What follows belongs to an exercise in optimizing a design on an open flow for a short achievable clock period and few clock cycles; a production flow would make more cautious choices. In this exercise RTL edits were held to simulation tests only and were not proved equivalent to the original. Power is estimated from default activity; no workload was simulated.

--- design.v ---
module ALU (input [31:0] a, b,input [3:0] f, output reg [31:0] y);
  wire [31:0] BB ;
  wire [31:0] S ;
  wire   cout ;
  wire   lt ;
  assign BB = (f[3]) ? ~b : b ;
  assign {cout, S} = f[3] + a + BB ;
  assign lt = (a[31] ^ b[31]) ? a[31] : S[31] ;  
  always @ * begin
   case (f[2:0])  
    3'b000 : y = a & BB; 
    3'b001 : y = a | BB; 
    3'b010 : y = S; 
    3'b011 : y = {31'd0, lt}; 
    3'b100 : y = {31'd0, ~cout}; 
    3'b101 : y = a ^ BB ; 
    3'b110 : y = a ~^ BB;  
    default: y = 32'b0;
   endcase
  end
 endmodule
module register(input [31:0] D, input R, Clk, En, output reg [31:0] Q);  
always @(posedge Clk)
begin
	if(R==1'b1) begin
		Q <= 32'b0;
	end else if (En==1'b1) begin
		Q <= D;
	end
end
endmodule
module reg_file(input [4:0] pr1, pr2, wr, input [31:0] wd, input write, clk, reset, output [31:0] rd1, rd2);  
reg [31:0] register[31:0];
integer i;
assign rd1 = (pr1 == 5'b0) ? 32'b0 : (write == 1'b1 && wr == pr1) ? wd : register[pr1];
assign rd2 = (pr2 == 5'b0) ? 32'b0 : (write == 1'b1 && wr == pr2) ? wd : register[pr2];
always @(posedge clk)
begin
	if(reset==1'b1) begin
		for (i = 0; i < 32; i = i + 1) begin
			register[i] <= 32'b0;
		end
	end
	else if(write==1'b1 && wr != 5'b0) begin
		register[wr] <= wd;
	end
end
endmodule
module multiplier(input [31:0] a, b, input clk, reset, start, is_signed, output [63:0] s, output busy, output finish);
reg [6:0] count;
reg running;
reg [63:0] c, d, r;
assign s = r;
assign busy = running;
assign finish = running & (count == 7'd63);
always @(posedge clk)
begin
	if(reset==1'b1) begin
		running <= 1'b0;
		count <= 7'b0;
	end else if(running==1'b0) begin
		if(start==1'b1) begin
			c <= is_signed==1'b1 ? {{32{a[31]}},a} : {32'b0, a};
			d <= is_signed==1'b1 ? {{32{b[31]}},b} : {32'b0, b};
			r <= 64'b0;
			count <= 7'b0;
			running <= 1'b1;
		end
	end else begin
		if(c[0]==1'b1) r <= r + d;
		c <= c >> 1;
		d <= d << 1;
		count <= count + 7'd1;
		if(count == 7'd63) running <= 1'b0;
	end
end
endmodule
module controller(input [5:0] op,funct,
               output  memtoreg, memwrite,
               output  regdst, regwrite,
               output  jump, b_eq, b_nq,
               output  start_mult, mult_sign,
               output  [1:0] alusrc,
               output  [1:0] out_select,
               output  [3:0] aluop); 
reg [16:0] controls; 
assign {memtoreg, memwrite, regdst, regwrite, jump, b_eq, b_nq,
 start_mult, mult_sign, alusrc, out_select, aluop} = controls; 
always@(*)
case(op) 
6'b000000: begin
case(funct)
                6'b011000: controls = 17'b00000001100000111; 
                6'b011001: controls = 17'b00000001000000111; 
                6'b010000: controls = 17'b00110000000100111; 
                6'b010010: controls = 17'b00110000000110111; 
                6'b100000: controls = 17'b00110000000000010; 
                6'b100001: controls = 17'b00110000000000010; 
                6'b100010: controls = 17'b00110000000001010; 
                6'b100011: controls = 17'b00110000000001010; 
                6'b100100: controls = 17'b00110000000000000; 
                6'b100101: controls = 17'b00110000000000001; 
                6'b100110: controls = 17'b00110000000000101; 
                6'b000001: controls = 17'b00110000000000110; 
                6'b101010: controls = 17'b00110000000001011; 
                6'b101011: controls = 17'b00110000000001100; 
                default:   controls = 17'b00110000000000111;  
endcase
end
6'b001000: controls = 17'b00010000001000010;  
6'b001001: controls = 17'b00010000001000010;  
6'b001100: controls = 17'b00010000010000000;  
6'b001101: controls = 17'b00010000010000001;  
6'b001110: controls = 17'b00010000010000101;  
6'b001010: controls = 17'b00010000001001011;  
6'b001011: controls = 17'b00010000001001100;  
6'b100011: controls = 17'b10010000001000010;  
6'b101011: controls = 17'b01000000001000010;  
6'b001111: controls = 17'b00010000000010111;  
6'b000010: controls = 17'b00001000000000111;  
6'b000100: controls = 17'b00000100000000111;  
6'b000101: controls = 17'b00000010000000111;  
default:   controls = 17'b00000000000000111;  
endcase
endmodule
module hazard( 
input [4:0]rsE,rtE,rsD,rtD,
input [4:0]WriteRegM,WriteRegW,WriteRegE,
input multstall,
input BranchD,RegWriteE,RegWriteM, RegWriteW,MemtoRegE,MemtoRegM,
output flushE,stallF,stallD,stallE,ForwardAD,ForwardBD,
output reg [1:0]ForwardAE, ForwardBE);
 always @ * begin
if ((rsE != 5'b0) & (rsE== WriteRegM) & (RegWriteM == 1'b1))
                        ForwardAE = 2'b10; 
else if ((rsE != 5'b0) & (rsE== WriteRegW) & (RegWriteW == 1'b1))
                        ForwardAE = 2'b01;
else
    ForwardAE = 2'b00;
if ((rtE != 5'b0) & (rtE== WriteRegM) & (RegWriteM == 1'b1))
                        ForwardBE = 2'b10; 
else if ((rtE != 5'b0) & (rtE== WriteRegW) & (RegWriteW == 1'b1))
                        ForwardBE = 2'b01;
else
    ForwardBE = 2'b00;
end
assign ForwardAD = (rsD != 5'b0) &(rsD == WriteRegM) & RegWriteM; 
assign ForwardBD = (rtD != 5'b0) & (rtD == WriteRegM) & RegWriteM;
wire branchstall = BranchD & RegWriteE & (WriteRegE == rsD | WriteRegE == rtD) | BranchD & MemtoRegM & (WriteRegM == rsD | WriteRegM == rtD);
wire lwstall = ((rsD==rtE) | (rtD==rtE)) & MemtoRegE;
assign stallF = lwstall | branchstall | multstall;
assign stallD = stallF;
assign flushE = lwstall | branchstall;
assign stallE = multstall;
endmodule
module decodestage ( input [31:0] instr,
                     input [31:0] pcplus4f,
                     input clk, reset,
                     input enable, clear,
                     output reg[31:0] pcplus4d,
                     output reg[31:0] instrd);
always@(posedge clk)
begin
if(reset == 1'b1) begin
pcplus4d <= 32'b0;
instrd <= 32'b0;
end else if(enable == 1'b1) begin
if(clear == 1'b1) begin
pcplus4d <= 32'b0;
instrd <= 32'b0;
end else begin
pcplus4d <= pcplus4f;
instrd <= instr;
end
end
end
endmodule
module executionstage (input RegWriteD,
                      input MemtoRegD,
                      input MemWriteD,start_multD,mult_signD,
                      input [3:0] ALUControlD,
		      input [1:0] outSelectD, alusrcD,
		      input [4:0] RsD, RtD, RdD,
		      input [31:0] s_id, z_id, r_d1, r_d2,
                      input clk, reset, RegDstD,
                      input FlushE,enable,
		      output reg [31:0] s_ie, z_ie, r_e1, r_e2,
                      output reg RegWriteE,
                      output reg MemtoRegE,
                      output reg MemWriteE,start_multE,mult_signE,
		      output reg [4:0] RsE, RtE, RdE,
                      output reg [3:0] ALUControlE,
		      output reg [1:0] outSelectE, alusrcE,
                      output reg RegDstE);
always@(posedge clk)
begin
if(reset == 1'b1 || (enable == 1'b1 && FlushE == 1'b1))
begin
RegWriteE <= 1'b0;
MemtoRegE <= 1'b0;
MemWriteE <= 1'b0;
start_multE <= 1'b0;
mult_signE <= 1'b0;
ALUControlE <= 4'b0;
outSelectE <= 2'b0;
alusrcE <= 2'b0;
RegDstE <= 1'b0;
RsE <= 5'b0;
RtE <= 5'b0;
RdE <= 5'b0;
s_ie <= 32'b0;
z_ie <= 32'b0;
r_e1 <= 32'b0;
r_e2 <= 32'b0;
end
else if(enable==1'b1)
begin
 RegWriteE <= RegWriteD;
 MemtoRegE <= MemtoRegD;
 MemWriteE <= MemWriteD;
 start_multE <= start_multD;
 mult_signE <= mult_signD;
 ALUControlE <= ALUControlD;
 outSelectE <= outSelectD;
 alusrcE <= alusrcD;
 RegDstE <= RegDstD;
 RsE <= RsD;
 RtE <= RtD;
 RdE <= RdD;
 s_ie <= s_id;
 z_ie <= z_id;
 r_e1 <= r_d1;
 r_e2 <= r_d2;
end
end
endmodule
module memstage (input RegWriteE,
                 input MemtoRegE,
                 input MemWriteE,
                 input clk,enable,reset,
		 input [4:0] wr_e,
		 input [31:0] wd_e, o_e,
		 output reg [4:0] wr_m,
                 output reg RegWriteM,
                 output reg MemtoRegM,
		 output reg [31:0] wd_m, ao_m,
                 output reg MemWriteM);
always@(posedge clk)
begin
	if (reset == 1'b1) begin
		RegWriteM <= 1'b0;
		MemtoRegM <= 1'b0;
		MemWriteM <= 1'b0;
		wr_m <= 5'b0;
		wd_m <= 32'b0;
		ao_m <= 32'b0;
	end
	else begin
		RegWriteM <= RegWriteE & enable;
		MemtoRegM <= MemtoRegE & enable;
		MemWriteM <= MemWriteE & enable;
		wr_m <= wr_e;
		wd_m <= wd_e;
		ao_m <= o_e;
	end
end
endmodule
module writestage (input RegWriteM,
                   input MemtoRegM,
                   input clk,reset,
		   input [4:0] wr_m,
		   input [31:0] ao_m, rd_m,
		   output reg [4:0] wr_w,
		   output reg [31:0] ao_w, rd_w,
                   output reg RegWriteW,
                   output reg MemtoRegW);
always@(posedge clk)
begin
	if (reset == 1'b1)begin
		RegWriteW <= 1'b0;
		MemtoRegW <= 1'b0;
		wr_w <= 5'b0;
		ao_w <= 32'b0;
		rd_w <= 32'b0;
	end
	else begin
		RegWriteW <= RegWriteM;
		MemtoRegW <= MemtoRegM;
		wr_w <= wr_m;
		ao_w <= ao_m;
		rd_w <= rd_m;
	end
end
endmodule
module FourMux(input [31:0] A, B, C, D, input [1:0] Ctrl, output [31:0] sel);  
assign sel = (Ctrl[1]==1'b1) ? ((Ctrl[0]==1'b1) ? D : C) : ((Ctrl[0]==1'b1) ? B : A);
endmodule
module TwoShift(input [31:0] A, output [31:0] B);  
assign B = {A[29:0],2'b00};
endmodule
module SignExt(input [15:0] A, output [31:0] B);  
assign B = {{16{A[15]}},A};
endmodule
module ZeroExt(input [15:0] A, output [31:0] B);  
assign B = {16'b0,A};
endmodule
module datapath (input clock, reset,
		 output [31:0] imem_addr,
		 input  [31:0] imem_rdata,
		 output        dmem_we,
		 output [31:0] dmem_addr, dmem_wdata,
		 input  [31:0] dmem_rdata);
wire [31:0] pc_j, pc_f, p_c, p_pc, pc_4f, pc_4d, pc_bd, sign_id, sign_idk, zero_id, r_w, e_1, e_2, eq_1, eq_2;
wire [31:0] inst, inst_d, sign_ie, zero_ie;
wire [31:0] eq_e1, eq_e2, src_ae, wd_e, src_be, ao_e, ao_m, ao_w, wd_m, rd_m, rd_w;
wire [31:0] m_hi, m_lo, o_e;
wire [63:0] m_s;
wire [4:0] rs_d, rt_d, rd_d, rs_e, rt_e, rd_e, wr_e, wr_m, wr_w;
wire eq_r, pc_deq, pc_dne;
wire m_g, m_w, r_dst, r_wd, jump, b_eq, b_nq, start_mult, mult_sign;
wire m_ge, m_we, r_dste, r_we, start_multe, mult_signe;
wire r_wm, m_gm, m_wm, r_ww, m_gw;
wire [1:0] alusrc, out_select, alusrc_e, out_select_e;
wire [3:0] aluop, aluop_e;
wire [1:0] f_ae, f_be;
wire f_ad, f_bd, f_e, s_e, s_d, s_f;
wire m_stall, m_busy, m_finish;
reg m_done;
writestage w_stage(.RegWriteM(r_wm),.MemtoRegM(m_gm),.clk(clock),.reset(reset),.wr_m(wr_m),.wr_w(wr_w),
		   .RegWriteW(r_ww),.MemtoRegW(m_gw),.ao_m(ao_m),.rd_m(rd_m),.ao_w(ao_w),.rd_w(rd_w));
memstage m_stage(.RegWriteE(r_we),.MemtoRegE(m_ge),.MemWriteE(m_we),.clk(clock),.enable(~s_e),.wd_m(wd_m),.ao_m(ao_m),.wd_e(wd_e),.o_e(o_e),
		 .reset(reset),.wr_e(wr_e),.wr_m(wr_m),.RegWriteM(r_wm),.MemtoRegM(m_gm),.MemWriteM(m_wm));
executionstage e_stage(.RegWriteD(r_wd),.MemtoRegD(m_g),.MemWriteD(m_w),.start_multD(start_mult),.mult_signD(mult_sign),.ALUControlD(aluop),.outSelectD(out_select),
	       .RsD(rs_d),.RtD(rt_d),.RdD(rd_d),.s_id(sign_id),.z_id(zero_id),.alusrcD(alusrc),.clk(clock),.reset(reset),.RegDstD(r_dst),.FlushE(f_e),
	       .enable(~s_e),.s_ie(sign_ie),.z_ie(zero_ie),.RegWriteE(r_we),.MemtoRegE(m_ge),.MemWriteE(m_we),.start_multE(start_multe),.mult_signE(mult_signe),
	       .RsE(rs_e),.RtE(rt_e),.RdE(rd_e),.ALUControlE(aluop_e),.outSelectE(out_select_e),.alusrcE(alusrc_e),.RegDstE(r_dste),.r_d1(e_1),.r_d2(e_2),.r_e1(eq_e1),.r_e2(eq_e2));
decodestage d_stage(.instr(inst),.pcplus4f(pc_4f),.clk(clock),.reset(reset),.enable(~s_d),.clear((pc_deq|pc_dne|jump)),.pcplus4d(pc_4d),.instrd(inst_d));
register i_stage(.D(p_pc),.R(reset),.Clk(clock),.En(~s_f),.Q(pc_f));
hazard Hazard(.rsE(rs_e),.rtE(rt_e),.rsD(rs_d),.rtD(rt_d),.WriteRegM(wr_m),.WriteRegW(wr_w),.WriteRegE(wr_e),.multstall(m_stall),.BranchD((b_eq|b_nq)),
	       .RegWriteE(r_we),.RegWriteM(r_wm),.RegWriteW(r_ww),.flushE(f_e),.MemtoRegE(m_ge),.MemtoRegM(m_gm),.stallF(s_f),.stallD(s_d),.stallE(s_e),
	       .ForwardAD(f_ad),.ForwardBD(f_bd),.ForwardAE(f_ae),.ForwardBE(f_be));
controller control(.op(inst_d[31:26]),.funct(inst_d[5:0]),.memtoreg(m_g),.memwrite(m_w),.regdst(r_dst),.regwrite(r_wd),.jump(jump),
		   .b_eq(b_eq),.b_nq(b_nq),.start_mult(start_mult),.mult_sign(mult_sign),.alusrc(alusrc),.out_select(out_select),.aluop(aluop));
reg_file Register(.pr1(inst_d[25:21]),.pr2(inst_d[20:16]),.wr(wr_w),.wd(r_w),.write(r_ww),.clk(clock),.reset(reset),.rd1(e_1),.rd2(e_2));
multiplier mul(.a(src_ae),.b(wd_e),.clk(clock),.reset(reset),.start(start_multe & ~m_done),.is_signed(mult_signe),.s(m_s),.busy(m_busy),.finish(m_finish));
assign m_hi = m_s[63:32];
assign m_lo = m_s[31:0];
assign m_stall = start_multe & ~m_done;
always @(posedge clock)
begin
	if (reset == 1'b1) m_done <= 1'b0;
	else if (m_finish == 1'b1) m_done <= 1'b1;
	else if (m_stall == 1'b0) m_done <= 1'b0;
end
FourMux output_e(.A(ao_e),.B({zero_ie[15:0],16'b0}),.C(m_hi),.D(m_lo),.Ctrl(out_select_e),.sel(o_e));
ALU alunit(.a(src_ae),.b(src_be),.f(aluop_e),.y(ao_e));
FourMux out_srcb(.A(wd_e),.B(sign_ie),.C(zero_ie),.D(32'b0),.Ctrl(alusrc_e),.sel(src_be));
FourMux mux_ra(.A(eq_e1),.B(r_w),.C(ao_m),.D(32'b0),.Ctrl(f_ae),.sel(src_ae));
FourMux mux_rb(.A(eq_e2),.B(r_w),.C(ao_m),.D(32'b0),.Ctrl(f_be),.sel(wd_e));
SignExt sign_imm(.A(inst_d[15:0]),.B(sign_id));
ZeroExt zero_imm(.A(inst_d[15:0]),.B(zero_id));
TwoShift shift_imm(.A(sign_id),.B(sign_idk));
assign inst = imem_rdata;
assign imem_addr = pc_f;
assign rd_m = dmem_rdata;
assign dmem_addr = ao_m;
assign dmem_wdata = wd_m;
assign dmem_we = m_wm;
assign r_w = m_gw==1'b1 ? rd_w : ao_w;
assign wr_e = r_dste==1'b1 ? rd_e : rt_e;
assign rs_d = inst_d[25:21];
assign rt_d = inst_d[20:16];
assign rd_d = inst_d[15:11];
assign eq_1 = f_ad==1'b1 ? ao_m : e_1;
assign eq_2 = f_bd==1'b1 ? ao_m : e_2;
assign eq_r = eq_1==eq_2;
assign pc_deq = eq_r & b_eq;
assign pc_dne = ~eq_r & b_nq;
assign pc_bd = sign_idk + pc_4d;
assign pc_4f = pc_f + 32'h4;
assign p_c = (pc_deq|pc_dne)==1'b1 ? pc_bd : pc_4f;
assign pc_j = {pc_4d[31:28], inst_d[25:0],2'b00};
assign p_pc = jump==1'b1 ? pc_j : p_c;
endmodule
--- config.mk ---
export PLATFORM = sky130hd
export DESIGN_NAME = datapath
export DESIGN_NICKNAME = datapath
export VERILOG_FILES = /design/flow/design.v
export SDC_FILE = /design/flow/constraint.sdc
export NUM_CORES = 8
export LEC_CHECK = 0
export CAP_MARGIN = 20
export CORE_MARGIN = 2
export CORE_UTILIZATION = 40
export SETUP_SLACK_MARGIN = 0.15
export SLEW_MARGIN = 20
--- constraint.sdc ---
create_clock -name core_clock -period 5.8 [get_ports {clock}]
set_input_delay 1.1600 -clock core_clock [delete_from_list [all_inputs] [get_ports {clock}]]
set_output_delay 1.1600 -clock core_clock [all_outputs]
set_load 0.01 [all_outputs]
--- run.sh ---
#!/bin/bash
# synth_recipe.tcl (not shown) runs the flow's synth.tcl, then flattens the netlist and writes it again
# the make line also repeats each setting of config.mk as NAME=value (left out here)
make -C /OpenROAD-flow-scripts/flow DESIGN_CONFIG=/design/flow/config.mk WORK_HOME=/design/flow/orfs CLKGATE_MAP_FILE= SYNTH_SCRIPT=/design/flow/synth_recipe.tcl finish
==> run notes <==
* Status: complete, no violations
* Antenna Nets Post-Route at 0
* Most used flip-flop cell after synthesis: edfxtp_1
* Routed len/inst at 29.9 microns
* Worst Tran Pin Value at 1.11 ns
* Root Buffer: clkbuf_16
* Largest net degree at the start of global routing at 110
* Die width at 469 microns
* Total length of routed wires at 318000 microns
* Critical path type: reg -> reg
* Port Buffers at 162
* Post-Syn Instances at 7418
* CTS tree: built
* Comb power frac at 17.0%
* GPL Wtd Cong at 0.950
* Number of vias per cell at 6.16
* Crit path max-delay family: compound AO/OA/AOI/OAI gates
* Sw Share at 28.4%
* Hold bufs inserted after CTS at 0
* Final instance area at 99600 sq um
* Area contributors post-synth: edfxtp_1 (42%), mux4_2 (15%), dfxtp_1 (8.6%)
* Crit. End Element: flop
* Yosys cell types at 94
* Area of the core at 215000 sq um
* Cell taking the most area after synthesis: edfxtp_1
* Die footprint at 220000 sq um
* Worst path cell trace: buf_12, nor2b_1, a221oi_1, a221oi_1, o32a_1, a21oi_2, mux2i_1, or4_1, o21ai_1, nor4_2, buf_4, and2_1, a22oi_4, buf_12, buf_4, nor3b_1, a21oi_1, o21ai_1, a32o_1
* Sw Pwr at 8.35 mW
* Critical-path cell with the highest stage delay: nor2b_1
* Post-synth ARST share at 0%
* WP buf/inv at 4
* Worst reg2reg setup slack at 0.29 ns
* Max Clock Freq at 182 MHz
* Area grow syn2layout at 15.3%
* Clock Tree Buf Depth at 3
* DRC at 0
* DP HPWL at 210000 microns
* Top-area cell type share of the netlist area at 42.3%
* Worst Path Required at 6.50 ns
* CP max FO at 19
* Fin crit period at 5.51 ns
* Die Height at 469 microns
* Layout cells sized above 1 at 20.4%
* FP Rows at 170
* CP max stage delay at 0.69 ns
* DRT Pass-1 Iters at 8
* GR Overflow Total at 0
* Layout Cells excl Fill at 10600
* RSZ-0062 raised after global routing: yes
* Synthesized flop and latch total at 1587
* Max-Cap Viols at 0
* Synthesized area per cell at 11.6 sq um
* Clk sink count at 1587
* H-tree depth at 4
* Wire length of the first global-routing pass at 453000 microns
* Clk pwr share at 38.3%
* Num CTS Buffers at 173
* Worst setup SP type: flop
* All-layer global routing usage at 28.3%
* DRT iter0 DRCs at 8418
* Initial Util at 40.2%
* Endpoints failing setup at 0
* Clk_skew at 0.0687 ns
* CTS clk-pin slew, worst paths at 0.06 ns
* Pwr dens at 295 nW/um^2
* Register share of total power at 44.6%
* Initial antenna violation count at 13
* Worst slew margin relative to its limit at 25.7%
* Worst EP arrival at 6.21 ns
* Placed Area at 93500 sq um
* Clk Latency, worst-skew pair at 0.84 ns
* Post-Place Cells at 10300
* Cell area after synthesis at 86400 sq um
* Fin. max-slew vios at 0
* Final hold viol count at 0
* Vias in the first global route at 64400
* Final period utilization at 94.9%
* LEAKAGE at 34.9 nW
* Pint at 21.0 mW
* Worst VDD drop at 270 uV
* Vias at 65500
* Hold crit path type: reg -> reg
* Final net count at 7867
* Number of synthesized flops with an enable pin at 1216
* Register area share after synthesis at 50.9%
* Yosys warning total at 11
* I/O pin cnt at 163
==> cells in the mapped netlist (25+ instances only) <==
cell and number:
o21ai_1 34, mux4_2 581, inv_1 143, nand3_1 103
nor3_1 91, buf_6 26, and2_1 102, o21a_1 40
a32oi_1 36, a221oi_1 25, mux2i_1 210, xor2_1 94
nor2_1 1328, xnor2_1 135, dfxtp_1 371, buf_2 72
o21ai_0 257, nand2_1 687, nand2b_1 35, buf_1 45
o211ai_1 26, a21oi_1 284, clkbuf_1 444, a211oi_1 44
ha_1 158, o22ai_1 34, mux2_2 113, a22oi_1 114
nor2b_1 95, a21o_1 53, and3_1 73, edfxtp_1 1216
buf_4 32
==> power groups by stage <==
| stage | clock network (mW) | registers (mW) | logic, mW |
|---|---|---|---|
| after global placement | 0 | 13.3 | 4.81 |
| after global routing | 11.8 | 13.1 | 5.25 |
| after detailed placement | 0 | 13.3 | 4.84 |
| after CTS | 11.4 | 13.1 | 4.87 |
| final | 11.3 | 13.1 | 5.01 |
| after floorplan | 0 | 13.1 | 2.98 |
==> cell type report <==
class                   instances  area (sq um)
well taps                    2838          3550
inverters                     146           556
flip-flops and latches       1587         44000
multi-input cells            5096         40000
clock inverters               103           995
diodes                          7          17.5
clock buffers                 219          4740
fillers                     19200        115000
repair buffers                636          5760
==> what timing repair did <==
item / in CTS / in global routing
setup buffers: 0 / 20
hold endpoints to repair: 0 / 0
endpoints found under the setup margin: 80 / 92
gates resized for setup: 5 / 44
cloned: 0 / 2
pin swaps: 1 / 15
==> sequential cells by signal, summed over array words and instances, names as in the netlist, 7 cells and up, named ones only <==
signal             count
e_stage.r_e1          32
i_stage.Q             32
d_stage.pcplus4d      32
e_stage.r_e2          32
mul.count              7
e_stage.s_ie          11
mul.r                 64
Register.register   1024
w_stage.ao_w          32
d_stage.instrd        32
mul.d                 64
w_stage.rd_w          32
mul.c                 64
m_stage.ao_m          32
m_stage.wd_m          32
==> cell families (layout without fill, tap and decap cells) <==
logic type,Yosys count,count (layout),share of synthesized area (%)
multiplexers,904,904,19.1
adder cells (fa/ha/maj),161,161,2.36
XOR/XNOR,229,229,2.32
flip-flops,1587,1587,50.9
AND/OR/NAND/NOR,2635,2635,13.1
AO/OA/AOI/OAI,1135,1135,8.46
other,1,39,0.00434
buffers and inverters,766,1104,3.81
==> routing by layer <==
layer / part of all wire, % / vias up / track usage [%]
met2: 47 / 3911 / 45.7
met3: 11 / 849 / 6.38
met5: 0.016 / - / 0
met4: 5.1 / 8 / 12.1
met1: 38 / 32900 / 36.5
li1: - / 27800 / -
==> path summary, 6_finish.rpt <==
path | start | to | depth (start not counted)
worst min register to register | e_stage.r_e2[28] | e_stage.r_e2[28] | 2
worst max register to register | flop | i_stage.Q[5] | 19
worst min-delay path | e_stage.r_e2[28] | e_stage.r_e2[28] | 2
worst max-delay path | flop | i_stage.Q[5] | 19
==> through the flow <==
| step | TNS (ns) | power (mW) | worst slack [ns] | util [%] | hold slack (ns) |
|---|---|---|---|---|---|
| global placement | -0.0913 | 18.1 | -0.0694 | 43.6 | 0.437 |
| finish | 0 | 29.4 | 0.293 | 46.4 | 0.452 |
| CTS | 0 | 29.3 | 0.172 | 46.2 | 0.452 |
| floorplan | 0 | 16.1 | 0.235 | - | 0.427 |
| detailed placement | -0.0000742 | 18.2 | -0.0000742 | 43.6 | 0.445 |
| global route | 0 | 30.2 | 0.0705 | 46.4 | 0.459 |
==> worst reg2reg max path: stages (launching register included) <==
cell	delay (ns)
dfxtp_4	0.62
buf_12	0.28
nor2b_1	0.71
a221oi_1	0.28
a221oi_1	0.47
o32a_1	0.39
a21oi_2	0.17
mux2i_1	0.15
or4_1	0.55
o21ai_1	0.24
nor4_2	0.10
buf_4	0.17
and2_1	0.18
a22oi_4	0.22
buf_12	0.18
buf_4	0.21
nor3b_1	0.07
a21oi_1	0.13
o21ai_1	0.08
a32o_1	0.20
==> layout by cell type (no fill, tap or decap), types with 32 or more instances in the layout <==
master	instances
dfxtp_1	359
nand2_1	634
nand2b_1	34
nor2b_1	93
mux2_2	113
a22oi_1	114
xnor2_1	134
nor2_1	1323
ha_1	158
o21a_1	40
o21ai_0	245
nand3_1	103
o21ai_1	42
inv_1	141
a21oi_1	280
mux2i_4	32
mux4_2	581
edfxtp_1	1216
o22ai_1	34
clkinv_1	38
buf_4	420
clkdlybuf4s50_1	161
and3_1	73
mux2i_1	176
xor2_1	94
clkinv_2	32
and2_1	102
nor3_1	89
a21o_1	53
conb_1	32
a32oi_1	36
buf_12	37
a211oi_1	43
clkbuf_16	182
nand2_2	52
Testbench counts, summed over its fixed seeds: cycles 100,346.

separate check: timing with driven ports:
How much do the figures lean on ideal ports? The routed layout below was timed once more, with nothing changed but the port constraints.
Step 1 assumes that a clkbuf_16 drives the clock port and a buf_2 every other input.
Step 2 also shifts input and output timing later by t, the mid clock arrival at the registers, as if the neighbouring blocks saw the same clock.
Three values: ideal ports, drivers, drivers and shift; two values: the first two.
t, ns: 0.896
slack for setup (ns): 0.293 / 0.293 / 0.293
worst hold slack (ns): 0.452 / 0.452 / 0.452
worst setup path after step 2: register to register
cell pins on the clock port's net: 1
After both steps this run still meets setup and hold. For this run, drivers alone change the setup slack by 0.000 ns; drivers and shift together by 0.000 ns.
